This is an optimization exercise on Yosys and OpenROAD, whose aim is small area, not a production implementation.
In this exercise RTL edits were held to simulation tests only and were not proved equivalent to the original.
Power is estimated from default activity; no workload was simulated.

===== flow/config.mk =====
export PLATFORM = sky130hd
export DESIGN_NAME = cpu
export DESIGN_NICKNAME = cpu
export VERILOG_FILES = /design/flow/design.v
export SDC_FILE = /design/flow/constraint.sdc
export NUM_CORES = 4
export LEC_CHECK = 0
export CAP_MARGIN = 20
export CORE_MARGIN = 2
export CORE_UTILIZATION = 40
export SLEW_MARGIN = 20

===== flow/constraint.sdc =====
create_clock -name core_clock -period 8.0 [get_ports {clk}]
set_input_delay 1.6000 -clock core_clock [delete_from_list [all_inputs] [get_ports {clk}]]
set_output_delay 1.6000 -clock core_clock [all_outputs]
set_load 0.01 [all_outputs]

===== flow/design.v =====
module Reg_file #(
    parameter ADDRESS_WIDTH = 5,
              DATA_WIDTH = 32
)(
    input   logic [ADDRESS_WIDTH-1:0]        AD1,
    input   logic [ADDRESS_WIDTH-1:0]        AD2,
    input   logic [ADDRESS_WIDTH-1:0]        AD3,
    input   logic                            WE3,
    input   logic [DATA_WIDTH-1:0]           WD3,
    input   logic                            clk,
    output  logic [DATA_WIDTH-1:0]           RD1,
    output  logic [DATA_WIDTH-1:0]           RD2,
    output  logic [DATA_WIDTH-1:0]           a0
);
    logic [DATA_WIDTH-1:0] reg_array [2**ADDRESS_WIDTH-1:1];
    always_ff @ (posedge clk)
        if (WE3 == 1'b1 && AD3 != 5'b00000)
            reg_array[AD3] <= WD3;
    assign a0 = reg_array[5'b01010];
    assign    RD1 = (AD1 == 5'b00000) ? '0 : reg_array[AD1];
    assign    RD2 = (AD2 == 5'b00000) ? '0 : reg_array[AD2];
endmodule
module alu_(
    input   logic [31:0]      ALUop1, ALUop2,
    input   logic [2:0]            ALUctrl,
    output  logic [31:0]       ALUout,
    output  logic               EQ
);
always_comb
    case (ALUctrl)
    3'b000:     ALUout = ALUop1 + ALUop2;
    3'b001:     ALUout = ALUop1 - ALUop2;
    3'b010:     ALUout = ALUop1 & ALUop2;
    3'b011:     ALUout = ALUop1 | ALUop2;
    default:    ALUout = 0;
    endcase
    assign      EQ = ALUop1 == ALUop2 ? 1:0;
endmodule
module mux(
    input   logic [31:0]      regOp2, ImmOp,
    input   logic             ALUsrc,
    output  logic [31:0]       ALUop2
);
    assign ALUop2 = ALUsrc ? ImmOp : regOp2;
endmodule
module ALU #(
    parameter A_WIDTH = 5,
              D_WIDTH = 32
)(
    input logic               clk,
    input logic               ALUsrc,
    input logic [2:0]         ALUctrl,
    input logic [D_WIDTH-1:0] ImmOp,
    input logic               WE3,
    input logic [A_WIDTH-1:0] AD1,
    input logic [A_WIDTH-1:0] AD2,
    input logic [A_WIDTH-1:0] AD3,
    output logic              EQ,
    output logic [D_WIDTH-1:0] a0
);
    logic [D_WIDTH-1:0] regOp2;
    logic [D_WIDTH-1:0] ALUop1;
    logic [D_WIDTH-1:0] ALUop2;
    logic [D_WIDTH-1:0] ALUout;
alu_ addralu (
    .ALUop1 (ALUop1),
    .ALUop2 (ALUop2),
    .EQ  (EQ),
    .ALUctrl (ALUctrl),
    .ALUout (ALUout)
);
Reg_file regfile(
    .clk (clk),
    .AD1 (AD1),
    .AD2 (AD2),
    .AD3 (AD3),
    .WE3 (WE3),
    .RD1 (ALUop1),
    .RD2 (regOp2),
    .WD3 (ALUout),
    .a0 (a0)
);
mux mux(
    .ALUsrc (ALUsrc),
    .regOp2 (regOp2),
    .ALUop2 (ALUop2),
    .ImmOp (ImmOp)
);
endmodule
module PC_Reg (
    input logic [31:0]            next_PC,
    input logic                   rst,
    input logic                   clk,
    output logic [31:0]           PC
);
logic [31:0] sreg;
always_ff @ (posedge clk, posedge rst)
    if (rst)
        sreg <= 32'b0;
    else
        sreg <= next_PC;
assign PC = sreg;
endmodule
module Countermux (
  input logic [31:0]      PC,
  input logic [31:0]      ImmOp,
  input logic             PCsrc,
  output  logic [31:0]    next_PC
);
logic  [31:0]       branch_PC;
logic  [31:0]       inc_PC;
assign branch_PC = PC + ImmOp;
assign inc_PC = PC + 32'b100;
assign next_PC = PCsrc ? branch_PC : inc_PC;
endmodule
module toppc (
  input logic  [31:0]      ImmOp,
  input logic              rst,
  input logic              PCsrc,
  input logic              clk,
  output logic  [31:0]     PC
);
  logic  [31:0]        next_PC;
Countermux Countermux (
  .PC (PC),
  .ImmOp (ImmOp),
  .next_PC (next_PC),
  .PCsrc (PCsrc)
);
PC_Reg  PC_Reg(
  .rst (rst),
  .next_PC (next_PC),
  .clk (clk),
  .PC (PC)
);
endmodule
module SignEx (
    input logic        ImmSrc,
    input logic [31:0] instr,
    output logic [31:0] ImmOp
);
always_comb
    if (ImmSrc == 1'b0)  
        ImmOp = {{20{instr[31]}}, instr[31:20]};
    else                 
        ImmOp = {{20{instr[31]}}, instr[7], instr[30:25], instr[11:8], 1'b0};
endmodule
module ControlUnit #(
    parameter   DATA_WIDTH = 32
)(
    input  logic [DATA_WIDTH-1:0]  instr,
    input  logic                   EQ,
    output logic                   RegWrite,
    output logic [2:0]             ALUctrl,
    output logic                   ALUsrc,
    output logic                   ImmSrc,
    output logic                   PCsrc
);
logic [6:0] opcode;
logic [6:0] funct7;
logic [2:0] funct3;
assign opcode = instr[6:0];
assign funct7 = instr[31:25];
assign funct3 = instr[14:12];
always_comb begin
    ALUctrl  = 3'b000;
    ALUsrc   = 1'b0;
    RegWrite = 1'b0;
    ImmSrc   = 1'b0;
    PCsrc    = 1'b0;
    if (opcode==7'b0110011 && funct3==3'b000 && funct7==7'b0000000) begin  
        ALUctrl  = 3'b000;
        ALUsrc   = 1'b0;
        RegWrite = 1'b1;
    end
    else if (opcode==7'b0010011 && funct3==3'b000) begin  
        ALUctrl  = 3'b000;
        ALUsrc   = 1'b1;
        RegWrite = 1'b1;
        ImmSrc   = 1'b0;
    end
    else if (opcode==7'b1100011 && funct3==3'b001) begin  
        ImmSrc   = 1'b1;
        RegWrite = 1'b0;
        if (EQ==0)
            PCsrc = 1'b1;
        else
            PCsrc = 1'b0;
    end
end
endmodule
module cpu #(
    parameter A_WIDTH = 32,
              D_WIDTH = 32
)(
    input  logic               clk,
    input  logic               rst,
    input  logic [D_WIDTH-1:0] instr,
    output logic [A_WIDTH-1:0] pc,
    output logic [D_WIDTH-1:0] a0
);
logic [A_WIDTH-1:0] PC_q;
logic PCsrc;
logic [2:0] ALUctrl;
logic ALUsrc;
logic EQ;
logic regwrite;
logic Immsrc;
logic [31:0] Immop;
logic [4:0] rs1;
logic [4:0] rs2;
logic [4:0] rd;
assign rs1 = instr[19:15];
assign rs2 = instr[24:20];
assign rd = instr[11:7];
assign pc = PC_q;
SignEx immext(
    .ImmOp (Immop),
    .ImmSrc (Immsrc),
    .instr(instr)
);
toppc pc_unit (
    .clk (clk),
    .rst (rst),
    .PC (PC_q),
    .PCsrc (PCsrc),
    .ImmOp (Immop)
);
ControlUnit controlunit (
    .PCsrc (PCsrc),
    .RegWrite (regwrite),
    .ALUctrl (ALUctrl),
    .ALUsrc (ALUsrc),
    .ImmSrc (Immsrc),
    .EQ (EQ),
    .instr (instr)
);
ALU alublock(
    .AD1 (rs1),
    .AD2 (rs2),
    .AD3 (rd),
    .WE3 (regwrite & ~rst),
    .clk (clk),
    .EQ (EQ),
    .ALUctrl (ALUctrl),
    .ALUsrc (ALUsrc),
    .ImmOp (Immop),
    .a0 (a0)
);
endmodule

===== flow/run.sh =====
#!/bin/bash
# synth_recipe.tcl (not shown) runs the flow's synth.tcl, then flattens the netlist and writes it again
# the make line also repeats each setting of config.mk as NAME=value (left out here)
make -C /OpenROAD-flow-scripts/flow DESIGN_CONFIG=/design/flow/config.mk WORK_HOME=/design/flow/orfs CLKGATE_MAP_FILE= SYNTH_SCRIPT=/design/flow/synth_recipe.tcl finish

==> flow_metrics.env <==
export IMPL_final_antenna_net_count=0
export IMPL_startpoint_type="input port"
export IMPL_path_class="input port to register"
export IMPL_setup_viol=0
export IMPL_ys_types=67
export IMPL_crit_top_cell="nand2_1"
export IMPL_synth_fp_nets=3066
export IMPL_grt_first_pass_wirelength_mm=233
export IMPL_row_count=131
export IMPL_slew_headroom_pct=29.9
export IMPL_synthFlopType="edfxtp_1"
export IMPL_mostFrequentLayoutCell="edfxtp_1"
export IMPL_antenna_found_initial=7
export IMPL_register_area_sq_um=30600
export IMPL_yosysTopAreaCell="edfxtp_1"
export IMPL_p_comb_share_pct=17.7
export IMPL_core_area_sq_um=127000
export IMPL_dr_pass1_iters=5
export IMPL_rsz0062_at_grt="no"
export IMPL_wl_per_cell_um=33.1
export IMPL_fin_crit_ns=6.90
export IMPL_grt_max_degree=70
export IMPL_max_freq_mhz=145
export IMPL_die_h_um=361
export IMPL_cts_htree_levels=3
export IMPL_start_util_pct=40.2
export IMPL_final_max_slew_violation_count=0
export IMPL_multiInputGateArea_sq_um=20200
export IMPL_cts_resized_gates=0
export IMPL_routed_wl_mm=162
export IMPL_gp_congestion=0.912
export IMPL_worstPathArrival_ns=7.36
export IMPL_skew_ns=0.0696
export IMPL_clk_path_buf_depth=3
export IMPL_hp_class="register to register"
export IMPL_grt_overflow=0
export IMPL_critPathSlowestCell="or3_1"
export IMPL_viasPerCell=6.43
export IMPL_syn_inst=2966
export IMPL_vias=31500
export IMPL_synth_seq_cells=1024
export IMPL_status="no timing/DRC/antenna violations"
export IMPL_worstPathCellList="clkdlybuf4s50_1 > or4_1 > or3_1 > mux2_2 > nand2_1 > o21ai_0 > ha_1 > nor2b_1 > o31a_1 > o211ai_1 > a31oi_1 > buf_4 > o21a_1 > a41o_1 > or4b_2 > nand2_1 > o311ai_4 > buf_6"
export IMPL_drv_cap=0
export IMPL_cpPeakStageDelay_ns=0.69
export IMPL_post_cts_buffers=0
export IMPL_avgSynthCellArea_sq_um=17.2
export IMPL_p_sw_share_pct=27.1
export IMPL_tightest_slew_ns=1.05
export IMPL_drive_above_1_share_pct=29.8
export IMPL_nets=3251
export IMPL_clkPwrFrac_pct=35.7
export IMPL_async_flop_share_pct=3.13
export IMPL_grtUsageTotal_pct=24.8
export IMPL_power_density_nw_per_um2=245
export IMPL_die_width_um=361
export IMPL_irDropWorstVdd_v=0.000247
export IMPL_hold_slack_ns=0.466
export IMPL_leakagePower_nw=19.5
export IMPL_critPathRequiredTime_ns=8.46
export IMPL_num_fill_cells=10700
export IMPL_most_common_layout_cells="edfxtp_1 (992), mux4_2 (494), nor2_1 (184), mux2i_1 (183), buf_4 (155)"
export IMPL_syn_area_sq_um=51100
export IMPL_port_buffers=97
export IMPL_ys_warn_count=5
export IMPL_cts_tree="yes"
export IMPL_p_switching_w=0.00393
export IMPL_cp_end_kind="register"
export IMPL_num_io_pins=98
export IMPL_cts_buffers=111
export IMPL_synth_edf_count=992
export IMPL_intPower_w=0.0106
export IMPL_ys_seq_area_share_pct=59.8
export IMPL_cts_root_buffer="clkbuf_16"
export IMPL_yosys_area_top_type_share_pct=58.3
export IMPL_syn_to_final_growth_pct=15.8
export IMPL_fin_crit_sh_pct=86.2
export IMPL_grt_pass1_vias=32200
export IMPL_clk_latency_ns=0.75
export IMPL_clock_sinks=1024
export IMPL_yosys_top_cells_area="edfxtp_1 (58%), mux4_2 (22%), mux2i_1 (3.6%)"
export IMPL_drc=0
export IMPL_hold_violations=0
export IMPL_cts_hold_fix_buffers=0
export IMPL_die_area_sq_um=131000
export IMPL_drt_initial_drc_count=3811
export IMPL_fin_setup_tns_ns=0
export IMPL_seq_power_share_pct=46.6
export IMPL_hpwl_mm=101
export IMPL_cp_max_fo=24
export IMPL_clkTransAtPathRegs_ns=0.06
==> registers in the layout, indices dropped and copies added (netlist names) <==
name,count
pc_unit.PC_Reg.sreg,32
alublock.regfile.reg_array,992
==> Yosys cell counts, drive strengths merged, types with 5 or more instances <==
cell,n
inv,29
o21ai,81
a211oi,8
nor2,207
o21bai,9
a22oi,37
mux2i,183
nand3,19
a31oi,7
edfxtp,992
nor2b,7
a21boi,6
nand3b,7
ha,64
o211ai,31
buf,80
a21o,27
nand2b,12
a221oi,24
and3,10
a21oi,159
nor4,11
nand2,84
clkbuf,122
xor2,30
nor3,14
xnor2,49
mux2,38
nand4,18
o22ai,5
mux4,494
o21a,12
dfrtp,32
==> critical path: cells and delay by family <==
kind | cells | cell delay [ns]
muxes | 1 | 0.46
adders and majority gates | 1 | 0.44
AOI/OAI and AO/OA | 7 | 1.50
buffers and inverters | 3 | 0.83
and+or+nand+nor | 6 | 2.49
==> stage by stage <==
step | cells | cell area (sq um) | setup slack [ns] | utilization (%) | total power [W]
6_report | 4900 | 59200 | 1.10 | 46.5 | 0.0145
5_1_grt | 4900 | 59200 | 0.804 | 46.5 | 0.0150
2_1_floorplan | 2966 | 51100 | 0.251 | - | 0.00837
4_1_cts | 4897 | 59000 | 0.975 | 46.4 | 0.0145
3_3_place_gp | 4698 | 55400 | 0.307 | 43.5 | 0.00925
3_5_place_dp | 4699 | 55400 | 0.201 | 43.6 | 0.00936
==> power by group through the flow <==
stage | Sequential [W] | Combinational (W) | Clock, W
2_1_floorplan | 0.00688 | 0.00149 | 0
3_3_place_gp | 0.00686 | 0.00239 | 0
4_1_cts | 0.00676 | 0.00250 | 0.00525
6_report | 0.00675 | 0.00257 | 0.00518
3_5_place_dp | 0.00687 | 0.00249 | 0
5_1_grt | 0.00675 | 0.00277 | 0.00545
==> cell families after synthesis <==
logic type | count (synthesis) | share of synthesized area, %
compound gates | 437 | 5.45
simple gates | 414 | 3.63
buf+inv | 231 | 1.88
xor+xnor | 79 | 1.37
flops | 1024 | 59.8
mux | 715 | 26.2
fa+ha+maj | 66 | 1.64
==> routing by layer <==
metal  GRT usage (%)  routed length (um)  up-vias
li1                -                   -    12800
met5               0                  52        -
met3            5.40               15200      395
met4            9.49                6630        8
met2            40.2               77900     1705
met1            32.6               62200    16600
==> cell type report <==
| type | instances | area share (%) |
|---|---|---|
| Timing Repair Buffer | 274 | 4.41 |
| Sequential cell | 1024 | 51.7 |
| Tap cell | 1662 | 3.51 |
| Clock inverter | 64 | 1.31 |
| Multi-Input combinational cell | 1711 | 34.1 |
| Inverter | 29 | 0.184 |
| Clock buffer | 134 | 4.84 |
| Antenna cell | 2 | 0.00846 |
==> worst paths after layout <==
path | start | end | slack (ns) | cells after the start
setup / recovery | instr[3] | alublock.regfile.reg_array[1][24] | 1.10 | 18
hold / removal | pc_unit.PC_Reg.sreg[31] | pc_unit.PC_Reg.sreg[31] | 0.47 | 1
setup reg to reg | alublock.regfile.reg_array[10][0] | alublock.regfile.reg_array[1][24] | 2.44 | 18
hold reg to reg | pc_unit.PC_Reg.sreg[31] | pc_unit.PC_Reg.sreg[31] | 0.47 | 1
max in group asynchronous | rst | pc_unit.PC_Reg.sreg[1] | 6.30 | 3
min in group asynchronous | rst | pc_unit.PC_Reg.sreg[20] | 1.33 | 3

[port drivers added, routing unchanged]
The flow's constraints put no driver on any port. The routed layout listed below was extracted and timed again, unchanged, in two steps.
Step 1 assumes that a clkbuf_16 drives the clock port and a buf_2 every other input.
Step 2 adds t to the input delays and takes it off the output delays; t is the mean of the earliest and latest rising clock arrival at the registers after step 1. Input paths then give back, and output paths get back, about the clock's delay inside the block.
Slacks: ideal ports / drivers / drivers and shift; pairs: ideal ports / drivers.
t (ns): 0.793
setup slack, ns: 1.104 / 1.150 / 0.357
hold WS [ns]: 0.466 / 0.466 / 0.466
After both steps this run still meets setup and hold. The setup slack of this run moves by +0.046 ns with the drivers and by -0.747 ns with both steps.
